Source: an optimization exercise on an open RTL-to-GDS flow (aim: small area, a short achievable clock period and few clock cycles per item). Production flows keep margins and buffers that such runs may drop.
The RTL was checked by simulation tests, not by an equivalence proof against the original design.

run 2:
Design aes_8_bit, start of the top module:
module aes_8_bit (rst, clk, key_in, d_in, d_out, d_vld);
    input rst, clk;
    input [7:0] key_in;
    input [7:0] d_in;
    output reg [7:0] d_out;
    output reg d_vld;
    reg [6:0] cnt;
    always @(posedge clk) begin
        if (rst) cnt <= 7'd0;
        else if (cnt != 7'd127) cnt <= cnt + 7'd1;
    end
    localparam CW = 32;
    localparam [CW-1:0] CW0 = 32'b10000010000000000000000000000001;
    wire [CW-1:0] nx;
  ...
clock: 7.0 ns
lec_check: 0
cap_margin: 20
core_margin: 2
core_utilization: 55
setup_slack_margin: 4.6
slew_margin: 20
run.sh (not shown) runs the stock make flow with config.mk's settings and CLKGATE_MAP_FILE= SYNTH_SCRIPT=/design/flow/synth_recipe.tcl, a recipe that flattens the netlist after the stock synthesis.
Run 2: full flow OK, the timing, DRC and antenna checks passed
Testbench counts of run 2, summed over its fixed seeds: cycles 47,104, blocks 512.
> inputs changed (run 2 -> run 1)
- swapping 4.6 for 4.3 in SETUP_SLACK_MARGIN
- putting ABC_AREA at 1 where nothing was set
==> comparison <==
Comparing run 2 and run 1, the lower data arrival time of the worst path was measured on run 1. Diff run 2 -> run 1: sequential share of layout area went up by 1.7 points; final critical-path required period down 67 ps; core utilization went down by 10 points. Run 1: final worst setup slack is 67 ps higher than what run 2 reported. Compared to run 2, run 1 has global-route usage 2.8 points higher.

========
Starting RTL as in the previous note.
clock: 7.0 ns
lec_check: 0
cap_margin: 20
core_margin: 2
core_utilization: 55
setup_slack_margin: 4.4
slew_margin: 20
Testbench counts at the start, summed over its fixed seeds: cycles 47,104, blocks 512.
Change:
- ABC_CLOCK_PERIOD_IN_PS: not set -> 2800
- SETUP_SLACK_MARGIN: 4.4 -> 4.3
The changed run finished clean.
Cell count came out lower by 1.9%.
Design area came out lower by 4.0%.
Clock-buffer cell count came out lower by 11.
Wire length came out lower by 1.5%.
Via count came out lower by 1.3%.
Register-to-register slack degrades by 0.05 ns.

========
aes_8_bit again, from the RTL that the note above started with.
export LEC_CHECK = 0
export CAP_MARGIN = 20
export CORE_MARGIN = 2
export CORE_UTILIZATION = 50
export SETUP_SLACK_MARGIN = 4.3
export SLEW_MARGIN = 20
create_clock -name core_clock -period 7.0 [get_ports {clk}]
The baseline passed the timing, DRC and antenna checks.
Testbench counts at the start, summed over its fixed seeds: cycles 47,104, blocks 512.
==> next run, changes <==
Settings changed: CORE_UTILIZATION 50 to 60.
Wire length goes down by 0.59%; die area shrinks by 16%; fmax fell by 1.3%; cell area is about the same; area after synthesis does not change; via count came out higher by about 2%; synthesized cell count stays the same.

========
## 05-14
aes_8_bit again, from the RTL that the note above started with.
export LEC_CHECK = 0
export CAP_MARGIN = 20
export CELL_PAD_IN_SITES_DETAIL_PLACEMENT = 0
export CELL_PAD_IN_SITES_GLOBAL_PLACEMENT = 0
export CORE_MARGIN = 2
export CORE_UTILIZATION = 55
export SETUP_SLACK_MARGIN = 4.3
export SLEW_MARGIN = 20
create_clock -name core_clock -period 7.0 [get_ports {clk}]
05-14 finished all stages; the layout is clean.
Testbench counts of 05-14, summed over its fixed seeds: cycles 47,104, blocks 512.
> inputs changed (05-14 -> 05-01)
==> flow/config.mk <==
export PLATFORM = sky130hd
export DESIGN_NAME = aes_8_bit
export DESIGN_NICKNAME = aes_8_bit
export VERILOG_FILES = /design/flow/design.v
export SDC_FILE = /design/flow/constraint.sdc
export NUM_CORES = 4
export LEC_CHECK = 0
export CAP_MARGIN = 5
export CORE_MARGIN = 2
export CORE_UTILIZATION = 55
export SETUP_SLACK_MARGIN = 4.3
export SLEW_MARGIN = 5
Notes after the runs:
Compared 05-14 against 05-01; final routed wirelength across all metal layers within noise. Of the two values seen for cell with the biggest individual delay on the critical path, dfxtp_4 was produced by 05-14 and xnor2_1 by 05-01. Compared with 05-14, 05-01 shows a minimum period implied by the final worst setup slack that is 110 ps higher. Number of global-route vias before repair essentially unchanged between 05-01 and 05-14. From 05-14 to 05-01 the numbers moved as follows: maximum clock frequency dropped 14 MHz, area after synthesis stayed essentially flat.

========
## 06-12
Another version of the RTL of aes_8_bit (not shown whole).
Size in the first run: roughly 2100 cells after synthesis, ~390 flip-flops, roughly 27 I/O pins, roughly 22000 µm² of cells after synthesis.
Design aes_8_bit, start of the top module:
module aes_8_bit (rst, clk, key_in, d_in, d_out, d_vld);
    input rst, clk;
    input [7:0] key_in;
    input [7:0] d_in;
    output reg [7:0] d_out;
    output reg d_vld;
    reg [6:0] cnt;
    always @(posedge clk) begin
        if (rst) cnt <= 7'd0;
        else if (cnt != 7'd127) cnt <= cnt + 7'd1;
    end
    localparam CW = 32;
    localparam [CW-1:0] CW0 = 32'b10000010000000000000000000000001;
    wire [CW-1:0] nx;
  ...
Settings: LEC_CHECK=0, CAP_MARGIN=20, CORE_MARGIN=2, CORE_UTILIZATION=65, SETUP_SLACK_MARGIN=4.4, SLEW_MARGIN=20, TNS_END_PERCENT=100; clock period 7.0 ns.
Testbench counts of 06-12, summed over its fixed seeds: cycles 47,104, blocks 512.
### 06-12 -> 04-26
- a deleted TNS_END_PERCENT that had been 100
- a change of CORE_UTILIZATION from 65 to 55
- a change of SETUP_SLACK_MARGIN from 4.4 to 4.3
- an added ABC_AREA of 1
### Flow results
- | layout overhead on the synthesized area | higher: 06-12 |
- In terms of cell area reported after detailed placement, 04-26 and 06-12 differ only marginally.
- Synthesized area: 04-26 vs 06-12, no meaningful difference
- Worst hold margin: 04-26 < 06-12
- 04-26 ended up with a higher cell count than 06-12 did.
- Setup slack ends up higher on 04-26.
- Share of the synthesized netlist area taken by xor and xnor gates | 04-26 below 06-12

========
## job 989
aes_8_bit with an RTL version that a note above also has.
Size in the first run: roughly 390 flip-flops, about 21000 um^2 of cells after synthesis.
clock: 7.0 ns
lec_check: 0
cap_margin: 20
core_margin: 2
core_utilization: 55
gpl_routability_driven: 0
gpl_timing_driven: 1
setup_slack_margin: 4.3
slew_margin: 20
Testbench counts of job 989, summed over its fixed seeds: cycles 47,104, blocks 512.
For job 2052, these inputs were changed with respect to job 989:
-- flow/config.mk --
<<< job 989, line 9
export CORE_MARGIN = 2
export CORE_UTILIZATION = 55
export GPL_ROUTABILITY_DRIVEN = 0
export GPL_TIMING_DRIVEN = 1
export SETUP_SLACK_MARGIN = 4.3
export SLEW_MARGIN = 20
>>> job 2052, line 9
export CORE_MARGIN = 2
export CORE_UTILIZATION = 45
export SETUP_SLACK_MARGIN = 4.2
export SLEW_MARGIN = 20
## What came out
Relative to job 989, the maximum operating frequency measured on job 2052 has decreased by a few percent.
The fraction of met3 tracks used by global routing on job 989 is in line with that on job 2052.
The sum of routed wire length over all layers number comes out higher for job 2052 vs job 989.
Re fraction of registers with async set/reset: no difference whatsoever between job 2052 and job 989.
[compare] base=job 989 new=job 2052: first-pass GRT wire length increased by 2.5% relative to the old numbers; post-synthesis mux area share closely matched the old numbers; worst reg2reg path depth decreased by 3 relative to the old numbers; tapcell count increased by 89 relative to the old numbers.
Edits applied to the flow inputs when going from job 2052 to job 4878:
-- flow/config.mk --
<<< job 2052, line 9
export CORE_MARGIN = 2
export CORE_UTILIZATION = 45
export SETUP_SLACK_MARGIN = 4.2
export SLEW_MARGIN = 20
>>> job 4878, line 9
export CORE_MARGIN = 2
export CORE_UTILIZATION = 55
export SETUP_SLACK_MARGIN = 4.3
export SLEW_MARGIN = 20
Notes after the runs:
- Compared with job 2052, job 4878 shows a lower data arrival time of the worst path.
- Comparing number of buffers created by CTS for job 4878 and job 2052, the smaller number came from job 2052.
- NOTE core region area job 2052->job 4878 decreased by more than 10%
- For final area, job 4878 and job 2052 come out practically identical.
- Changes observed in job 4878 relative to job 2052: total number of placement rows now sits lower; worst max-slew margin expressed relative to the limit now sits higher; full die area now sits lower.
- ~same area after detailed placement in job 4878 and job 2052
- The run with more routed wire is job 2052, not job 4878.
- The fraction of standard cell area that is sequential on job 4878 is in line with that on job 2052.
- Job 2052 has a lower met1 layer usage reported by global route than job 4878.

## re-timing with driven ports
The results above use ideal ports. As a check the final layouts listed here were re-extracted and re-timed, cells and wires unchanged. Step 1: set_driving_cell puts a clkbuf_16 on clk and a buf_2 on each other input, an assumption about the parent block. Step 2 adds t to the input delays and takes it off the output delays; t is the mean of the earliest and latest rising clock arrival at the registers after step 1. Input paths then give back, and output paths get back, about the clock's delay inside the block. Three values: ideal ports, drivers, drivers and shift; two values: the first two.
run	t (ns)	setup slack, ns	worst slew at a driven data input, ns
run 2	0.626	4.278 / 4.278 / 3.765	0.03
run 1	0.629	4.345 / 4.345 / 3.791	0.04
the first run of note 2	0.615	4.314 / 4.314 / 3.816	0.03
the second run of note 2	0.631	4.263 / 4.263 / 3.694	0.03
the first run of note 3	0.621	4.273 / 4.273 / 3.688	0.03
the second run of note 3	0.603	4.236 / 4.236 / 3.702	0.04
05-14	0.631	4.263 / 4.263 / 3.694	0.03
05-01	0.627	4.151 / 4.151 / 3.722	0.03
06-12	0.596	3.916 / 3.916 / 3.916	0.05
04-26	0.637	4.193 / 4.193 / 3.842	0.04
job 989	0.614	4.272 / 4.287 / 3.690	0.03
job 2052	0.611	4.193 / 4.215 / 3.604	0.03
job 4878	0.631	4.263 / 4.263 / 3.694	0.03
After both steps setup and hold are still met in every run listed. For job 2052, which loses most, drivers alone change the setup slack by +0.022 ns; drivers and shift together by -0.589 ns.
